This design comes from an exercise in tuning for a short achievable clock period and few clock cycles per item on the open sky130 flow, not from production work.
Function was checked by simulation only, so behaviour that the tests miss may differ from the original.
The clock port is modelled as an ideal driver, which makes a skipped or thinned clock tree look cheaper than it is; a real chip needs a root buffer or a tree.
Power figures rest on the tool's default switching activity, not on a simulated workload.

==> flow/design.v <==
module dram_controller #
  (
    parameter   integer NUMBER_OF_COLUMNS = 8,
    parameter   integer NUMBER_OF_ROWS = 128,
    parameter   integer NUMBER_OF_BANKS = 8,
    parameter   integer REFRESH_RATE = 125,  
    parameter   integer CLK_FREQUENCY = 100,  
    parameter   integer U_DATA_WIDTH = 2,
    parameter   integer DRAM_DATA_WIDTH = 2,
    parameter integer COLUMN_WIDTH = $clog2(NUMBER_OF_COLUMNS/DRAM_DATA_WIDTH),
    parameter integer ROW_WIDTH = $clog2(NUMBER_OF_ROWS),
    parameter integer BANK_ID_WIDTH = $clog2(NUMBER_OF_BANKS),
    parameter integer U_ADDR_WIDTH = BANK_ID_WIDTH + ROW_WIDTH + COLUMN_WIDTH,
    parameter integer CYCLES_BETWEEN_REFRESH = CLK_FREQUENCY*REFRESH_RATE - 100,
    parameter integer DRAM_ADDR_WIDTH = ROW_WIDTH > COLUMN_WIDTH ? ROW_WIDTH : COLUMN_WIDTH,
    parameter integer REFRESH_COUNTER_WIDTH = $clog2(CYCLES_BETWEEN_REFRESH)
  )
  (
    input                         u_rst_n,
    input                         u_clk,
    input                         u_en,
    input   [U_ADDR_WIDTH-1:0]    u_addr,
    input   [U_DATA_WIDTH-1:0]    u_data_i,
    input                         u_cmd,
    output  [U_DATA_WIDTH-1:0]    u_data_o,
    output                        u_data_valid,
    output                        u_cmd_ack,
    output                        u_busy,
    input   [DRAM_DATA_WIDTH-1:0]   dram_rd_data,
    input                           dram_refresh_done,
    output  [DRAM_DATA_WIDTH-1:0]   dram_wr_data,
    output  [DRAM_ADDR_WIDTH-1:0]   dram_addr,
    output  [BANK_ID_WIDTH-1:0]     dram_bank_id,
    output                          dram_cs_n,
    output                          dram_ras_n,
    output                          dram_cas_n,
    output                          dram_we_n,
    output                          dram_clk_en
  );
    localparam integer NB = NUMBER_OF_BANKS;
    localparam integer REF_BLOCKS = 97;    
    reg                         a_v;
    reg [BANK_ID_WIDTH-1:0]     a_bank;
    reg [ROW_WIDTH-1:0]         a_row;
    reg [COLUMN_WIDTH-1:0]      a_col;
    reg                         a_wr;
    reg [U_DATA_WIDTH-1:0]      a_data;
    reg                         b_v;
    reg [NB-1:0]                b_boh;      
    reg [BANK_ID_WIDTH-1:0]     b_bank;
    reg [ROW_WIDTH-1:0]         b_row;
    reg [COLUMN_WIDTH-1:0]      b_col;
    reg                         b_wr;
    reg [U_DATA_WIDTH-1:0]      b_data;
    reg [NB-1:0]                b_eq;
    reg [ROW_WIDTH-1:0]         a_rown, b_rown, h_rown;
    wire [ROW_WIDTH-1:0]        a_rowc = ~a_rown;
    wire [ROW_WIDTH-1:0]        b_rowc = ~b_rown;
    wire [ROW_WIDTH-1:0]        h_rowc = ~h_rown;
    reg                         h_pre, h_act, h_col;
    reg [NB-1:0]                h_boh;
    reg [BANK_ID_WIDTH-1:0]     h_bank;
    reg [ROW_WIDTH-1:0]         h_row;
    reg [ROW_WIDTH-1:0]         h_prow;     
    reg [COLUMN_WIDTH-1:0]      h_cadr;
    reg                         h_wr;
    reg [U_DATA_WIDTH-1:0]      h_data;
    reg [NB-1:0]                open_r;
    reg [ROW_WIDTH-1:0]         orow_r [0:NB-1];
    reg                         ras_r, cas_r, we_r;
    reg [DRAM_ADDR_WIDTH-1:0]   addr_r;
    reg [BANK_ID_WIDTH-1:0]     bank_r;
    reg [DRAM_DATA_WIDTH-1:0]   wdata_r;
    reg                         busy_r;
    reg                         ack_r;
    reg                         rd0_r, rd1_r, valid_r;
    reg [U_DATA_WIDTH-1:0]      data_o_r;
    reg [6:0]                   rlo_r;      
    reg                         rlo_end_r;  
    reg [6:0]                   rhi_r;      
    reg                         rpend_r;    
    reg                         rfsh_r;     
    reg                         drain_r;    
    reg [NB-1:0]                rb_r;       
    reg [BANK_ID_WIDTH-1:0]     rbn_r;      
    reg                         rp_v_r;     
    reg [BANK_ID_WIDTH-1:0]     rp_bank_r;
    reg [ROW_WIDTH-1:0]         rp_row_r;
    assign u_cmd_ack    = ack_r;
    assign u_busy       = busy_r;
    assign u_data_valid = valid_r;
    assign u_data_o     = data_o_r;
    assign dram_wr_data = wdata_r;
    assign dram_addr    = addr_r;
    assign dram_bank_id = bank_r;
    assign dram_cs_n    = 1'b0;
    assign dram_ras_n   = ras_r;
    assign dram_cas_n   = cas_r;
    assign dram_we_n    = we_r;
    assign dram_clk_en  = 1'b1;
    wire h_any   = h_pre || h_act || h_col;
    wire h_free  = !h_pre && !h_act && !rfsh_r;
    wire b_move  = b_v && h_free;
    wire b_load  = !b_v || h_free;
    wire a_load  = !a_v || b_load;
    wire take_ok = u_en && !(rpend_r && !rfsh_r);
    wire accept  = a_load && take_ok;
    wire do_rpre = rp_v_r;
    wire do_ref  = drain_r && !rfsh_r && !rp_v_r && (open_r == 0);
    integer i;
    reg                  b_open, b_hit;
    reg [ROW_WIDTH-1:0]  b_orow, rb_orow;
    always @* begin
      b_open = 1'b0;
      b_hit  = 1'b0;
      b_orow = 0;
      rb_orow = 0;
      for (i = 0; i < NB; i = i + 1) begin
        b_open = b_open | (b_boh[i] & open_r[i]);
        b_hit  = b_hit  | (b_boh[i] & open_r[i] & b_eq[i]);
        b_orow = b_orow | ({ROW_WIDTH{b_boh[i]}} & orow_r[i]);
        rb_orow = rb_orow | ({ROW_WIDTH{rb_r[i]}} & orow_r[i]);
      end
    end
    reg [NB-1:0] eq_ao, eq_bo, eq_n;
    reg          eq_ah, eq_bh;
    reg [NB-1:0] act_n;                      
    always @* begin
      eq_ah = (a_rowc == h_rowc);
      eq_bh = (b_rowc == h_rowc);
      for (i = 0; i < NB; i = i + 1) begin
        eq_ao[i] = (a_rowc == orow_r[i]);
        eq_bo[i] = (b_rowc == orow_r[i]);
        act_n[i] = h_act & h_boh[i];
      end
      eq_n = ({NB{b_load}}  & act_n  & {NB{eq_ah}}) |
             ({NB{b_load}}  & ~act_n & eq_ao) |
             ({NB{!b_load}} & act_n  & {NB{eq_bh}}) |
             ({NB{!b_load}} & ~act_n & eq_bo);
    end
    always @(posedge u_clk) begin
      if (!u_rst_n) begin
        a_v <= 1'b0;
        b_v <= 1'b0;
        h_pre <= 1'b0; h_act <= 1'b0; h_col <= 1'b0;
        ack_r <= 1'b0;
        ras_r <= 1'b1; cas_r <= 1'b1; we_r <= 1'b1;
        busy_r <= 1'b0;
        open_r <= 0;
        rd0_r <= 1'b0;
        rd1_r <= 1'b0;
        valid_r <= 1'b0;
        rlo_r <= 0;
        rlo_end_r <= 1'b0;
        rhi_r <= 0;
        rpend_r <= 1'b0;
        rfsh_r <= 1'b0;
        drain_r <= 1'b0;
        rp_v_r <= 1'b0;
        rb_r <= 1;
        rbn_r <= 0;
      end else begin
        ack_r <= accept;
        if (a_load) a_v <= take_ok;
        if (b_load) b_v <= a_v;
        if (b_move) begin
          h_pre <= b_open && !b_hit;
          h_act <= !b_open;
          h_col <= b_hit;
        end else if (!rfsh_r) begin
          h_pre <= 1'b0;
          h_act <= h_pre;
          h_col <= h_act;
        end
        ras_r <= !(h_pre || h_act || do_rpre || do_ref);
        cas_r <= !(h_col || do_ref);
        we_r  <= !(h_pre || do_rpre || do_ref || (h_col && h_wr));
        rd0_r <= h_col && !h_wr;
        rd1_r <= rd0_r;
        valid_r <= rd1_r;
        busy_r <= h_any || do_rpre || do_ref || a_v || b_v;
        for (i = 0; i < NB; i = i + 1) begin
          if (h_boh[i] && h_pre) open_r[i] <= 1'b0;
          if (h_boh[i] && h_act) open_r[i] <= 1'b1;
          if (do_rpre && rp_bank_r == i) open_r[i] <= 1'b0;
        end
        drain_r <= rpend_r && !rfsh_r && !a_v && !b_v && !h_any;
        rp_v_r <= drain_r && !rfsh_r && |(open_r & rb_r);
        if (drain_r && !rfsh_r) begin
          rb_r <= {rb_r[NB-2:0], rb_r[NB-1]};
          rbn_r <= rbn_r + 1'b1;
        end
        if (rfsh_r) begin
          if (dram_refresh_done) begin
            rfsh_r <= 1'b0;
            rpend_r <= 1'b0;
            rlo_r <= 0;
            rlo_end_r <= 1'b0;
            rhi_r <= 0;
          end
        end else begin
          rlo_r <= rlo_r + 1'b1;
          rlo_end_r <= (rlo_r == 7'd126);
          if (rlo_end_r) rhi_r <= rhi_r + 1'b1;
          if (rhi_r == REF_BLOCKS) rpend_r <= 1'b1;
          if (do_ref) rfsh_r <= 1'b1;
        end
      end
    end
    always @(posedge u_clk) begin
      if (a_load) begin
        a_bank <= u_addr[ROW_WIDTH+COLUMN_WIDTH +: BANK_ID_WIDTH];
        a_row  <= u_addr[COLUMN_WIDTH +: ROW_WIDTH];
        a_col  <= u_addr[COLUMN_WIDTH-1:0];
        a_wr   <= u_cmd;
        a_data <= u_data_i;
      end
      if (b_load) begin
        for (i = 0; i < NB; i = i + 1) b_boh[i] <= (a_bank == i);
        b_bank <= a_bank;
        b_row  <= a_row;
        b_col  <= a_col;
        b_wr   <= a_wr;
        b_data <= a_data;
      end
      for (i = 0; i < NB; i = i + 1) b_eq[i] <= eq_n[i];
      a_rown <= ~(a_load ? u_addr[COLUMN_WIDTH +: ROW_WIDTH] : a_row);
      b_rown <= ~(b_load ? a_row : b_row);
      h_rown <= ~(b_move ? b_row : h_row);
      if (b_move) begin
        h_boh  <= b_boh;
        h_bank <= b_bank;
        h_row  <= b_row;
        h_prow <= b_orow;
        h_cadr <= b_col;
        h_wr   <= b_wr;
        h_data <= b_data;
      end
      for (i = 0; i < NB; i = i + 1)
        if (h_boh[i] && h_act) orow_r[i] <= h_row;
      rp_bank_r <= rbn_r;
      rp_row_r <= rb_orow;
      addr_r  <= h_col ? {{(DRAM_ADDR_WIDTH-COLUMN_WIDTH){1'b0}}, h_cadr} :
                 h_pre ? h_prow :
                 h_act ? h_row : rp_row_r;
      bank_r  <= h_any ? h_bank : rp_bank_r;
      wdata_r <= h_data;
      data_o_r <= dram_rd_data;
    end
endmodule
Settings: LEC_CHECK=0, ABC_CLOCK_PERIOD_IN_PS=1500, CAP_MARGIN=20, CORE_MARGIN=2, CORE_UTILIZATION=40, SETUP_SLACK_MARGIN=3.5, SLEW_MARGIN=20; clock period 5.0 ns.
standard.sh (not shown) runs the stock make flow with config.mk's settings and CLKGATE_MAP_FILE= SYNTH_SCRIPT=/design/flow/synth_recipe.tcl, a recipe that flattens the netlist after the stock synthesis.
==> flow/flow/run.sh <==
#!/bin/bash
# The standard layout, with one change: cts_pre.tcl builds a shallow two-level
# clock tree by hand in place of TritonCTS.
set -euo pipefail
export PRE_CTS_TCL="$PWD/flow/cts_pre.tcl"
export FLOW_ROOT_BUF=sky130_fd_sc_hd__buf_16
export FLOW_LEAF_BUF=sky130_fd_sc_hd__buf_16
export FLOW_LEAF_SPLIT=4
bash standard.sh finish > standard.log 2>&1
==> flow/flow/cts_pre.tcl <==
# Two-level clock tree built by hand in place of TritonCTS: the clock sinks
# are split by position into four groups of equal size (halves by x, then each
# half by y), and each group again into FLOW_LEAF_SPLIT (two by x, or four). Each small group gets a leaf
# cell at its centre; each large group a root cell at its centre, driving
# its four leaves; the clock port drives the four roots. Roots and leaves are
# both buffers or both inverters (FLOW_ROOT_BUF, FLOW_LEAF_BUF), so the
# registers see the clock's own polarity.
set block [ord::get_db_block]
set db [ord::get_db]
set root_master [$db findMaster $::env(FLOW_ROOT_BUF)]
set leaf_master [$db findMaster $::env(FLOW_LEAF_BUF)]
set clk_net [$block findNet u_clk]

# split a list of {item x y} in two, by x
proc split2 { items } {
  set byx [lsort -integer -index 1 $items]
  set h [expr {[llength $byx] / 2}]
  return [list [lrange $byx 0 [expr {$h - 1}]] [lrange $byx $h end]]
}

# split a list of {item x y} in four: halves by x, then each by y
proc split4 { items } {
  set byx [lsort -integer -index 1 $items]
  set h [expr {[llength $byx] / 2}]
  set out {}
  foreach half [list [lrange $byx 0 [expr {$h - 1}]] [lrange $byx $h end]] {
    set byy [lsort -integer -index 2 $half]
    set q [expr {[llength $byy] / 2}]
    lappend out [lrange $byy 0 [expr {$q - 1}]] [lrange $byy $q end]
  }
  return $out
}

proc centre { items } {
  set sx 0
  set sy 0
  foreach s $items {
    incr sx [lindex $s 1]
    incr sy [lindex $s 2]
  }
  set n [llength $items]
  return [list [expr {$sx / $n}] [expr {$sy / $n}]]
}

proc add_buf { master name in_net out_net xy } {
  set block [ord::get_db_block]
  set inst [odb::dbInst_create $block $master $name]
  [$inst findITerm A] connect $in_net
  set out [$inst findITerm X]
  if {$out eq "NULL" || $out eq ""} { set out [$inst findITerm Y] }
  $out connect $out_net
  $inst setLocation [expr {[lindex $xy 0] - [$master getWidth] / 2}] \
    [expr {[lindex $xy 1] - [$master getHeight] / 2}]
  $inst setPlacementStatus PLACED
  return $inst
}

set sinks {}
foreach it [$clk_net getITerms] {
  set bb [[$it getInst] getBBox]
  lappend sinks [list $it [expr {([$bb xMin] + [$bb xMax]) / 2}] [expr {([$bb yMin] + [$bb yMax]) / 2}]]
}
puts "clock sinks: [llength $sinks]"
foreach s $sinks { [lindex $s 0] disconnect }

set r 0
foreach group [split4 $sinks] {
  set rnet [odb::dbNet_create $block clknet_r$r]
  $rnet setSigType CLOCK
  add_buf $root_master clkbuf_r$r $clk_net $rnet [centre $group]
  set l 0
  foreach leaf [split$::env(FLOW_LEAF_SPLIT) $group] {
    set lnet [odb::dbNet_create $block clknet_r${r}_l$l]
    $lnet setSigType CLOCK
    add_buf $leaf_master clkbuf_r${r}_l$l $rnet $lnet [centre $leaf]
    foreach s $leaf { [lindex $s 0] connect $lnet }
    puts "leaf $r.$l: [llength $leaf] sinks at [centre $leaf]"
    incr l
  }
  incr r
}
$clk_net setSigType CLOCK

set_propagated_clock [all_clocks]

proc clock_tree_synthesis { args } {
  puts "clock_tree_synthesis skipped: the clock tree was built by cts_pre.tcl"
}
The first run went through all stages and came out clean.
Testbench counts at the start, summed over its fixed seeds: cycles 244,313, items 160,000.
Then changed:
--- a/flow/flow/run.sh
+++ b/flow/flow/run.sh
@@ -5,5 +5,5 @@
 export PRE_CTS_TCL="$PWD/flow/cts_pre.tcl"
 export FLOW_ROOT_BUF=sky130_fd_sc_hd__buf_16
-export FLOW_LEAF_BUF=sky130_fd_sc_hd__buf_16
+export FLOW_LEAF_BUF=sky130_fd_sc_hd__buf_12
 export FLOW_LEAF_SPLIT=4
 bash standard.sh finish > standard.log 2>&1
Settings changed: CORE_UTILIZATION 40 to 50.
Register-to-register slack improved by 70 ps.
Die area drops by 20%.
Wire length hardly moves.
Global-route usage grows by 6.0 points.
Synthesized cell count stays the same.
Then changed:
--- a/flow/flow/run.sh
+++ b/flow/flow/run.sh
@@ -6,4 +6,4 @@
 export FLOW_ROOT_BUF=sky130_fd_sc_hd__buf_16
 export FLOW_LEAF_BUF=sky130_fd_sc_hd__buf_12
-export FLOW_LEAF_SPLIT=4
+export FLOW_LEAF_SPLIT="2 3"
 bash standard.sh finish > standard.log 2>&1
--- a/flow/flow/cts_pre.tcl
+++ b/flow/flow/cts_pre.tcl
@@ -1,5 +1,5 @@
 # Two-level clock tree built by hand in place of TritonCTS: the clock sinks
 # are split by position into four groups of equal size (halves by x, then each
-# half by y), and each group again into FLOW_LEAF_SPLIT (two by x, or four). Each small group gets a leaf
+# half by y), and each group again into a grid of FLOW_LEAF_SPLIT (columns by x, then rows by y). Each small group gets a leaf
 # cell at its centre; each large group a root cell at its centre, driving
 # its four leaves; the clock port drives the four roots. Roots and leaves are
@@ -12,9 +12,19 @@
 set clk_net [$block findNet u_clk]
 
-# split a list of {item x y} in two, by x
-proc split2 { items } {
+# split a list of {item x y} into kx columns by x, then each column into ky
+# groups by y, all of near equal size
+proc split_grid { items kx ky } {
   set byx [lsort -integer -index 1 $items]
-  set h [expr {[llength $byx] / 2}]
-  return [list [lrange $byx 0 [expr {$h - 1}]] [lrange $byx $h end]]
+  set n [llength $byx]
+  set out {}
+  for {set c 0} {$c < $kx} {incr c} {
+    set col [lrange $byx [expr {$c * $n / $kx}] [expr {($c + 1) * $n / $kx - 1}]]
+    set byy [lsort -integer -index 2 $col]
+    set m [llength $byy]
+    for {set r 0} {$r < $ky} {incr r} {
+      lappend out [lrange $byy [expr {$r * $m / $ky}] [expr {($r + 1) * $m / $ky - 1}]]
+    }
+  }
+  return $out
 }
 
@@ -70,5 +80,5 @@
   add_buf $root_master clkbuf_r$r $clk_net $rnet [centre $group]
   set l 0
-  foreach leaf [split$::env(FLOW_LEAF_SPLIT) $group] {
+  foreach leaf [split_grid $group {*}$::env(FLOW_LEAF_SPLIT)] {
     set lnet [odb::dbNet_create $block clknet_r${r}_l$l]
     $lnet setSigType CLOCK
Settings changed: CORE_UTILIZATION 50 to 40.
After rerunning: Fmax rose by 0.33%; worst setup slack improved by 5.5 ps; register-to-register slack hardly moves; power increases by 7.8%; critical path depth is unchanged; combinational power goes up by about 1%; utilization shrinks by 11 points.
In every run of this note, the design's own scripts or RTL, not TritonCTS, make the clock network.

[static timing again, ports no longer ideal]
Ports are ideal in the flow. The routed layouts listed here were re-timed in OpenROAD.
Step 1 (the two cells are an assumption about what drives the block):
set clk [get_ports {u_clk}]
set_driving_cell -lib_cell sky130_fd_sc_hd__clkbuf_16 $clk
set_driving_cell -lib_cell sky130_fd_sc_hd__buf_2 [delete_from_list [all_inputs] $clk]
Step 2 also shifts input and output timing later by t, the mid clock arrival at the registers, as if the neighbouring blocks saw the same clock.
Slacks: no drivers / after step 1 / after step 2; pairs: no drivers / after step 1.
| run | shift t [ns] | slack for setup (ns) | slew at the worst register clock pin (ns) | worst slew at a driven data input, ns | cell pins on the clock port's net |
|---|---|---|---|---|---|
| the first run | 0.386 | 3.294 / 3.172 / 3.227 | 0.07 / 0.07 | 0.05 | 4 |
| the second run | 0.373 | 3.302 / 3.180 / 3.214 | 0.07 / 0.07 | 0.05 | 4 |
| the third run | 0.372 | 3.308 / 3.189 / 3.241 | 0.06 / 0.06 | 0.05 | 4 |
After both steps setup and hold are still met in every run listed. For the second run, which loses most, drivers alone change the setup slack by -0.122 ns; drivers and shift together by -0.088 ns.
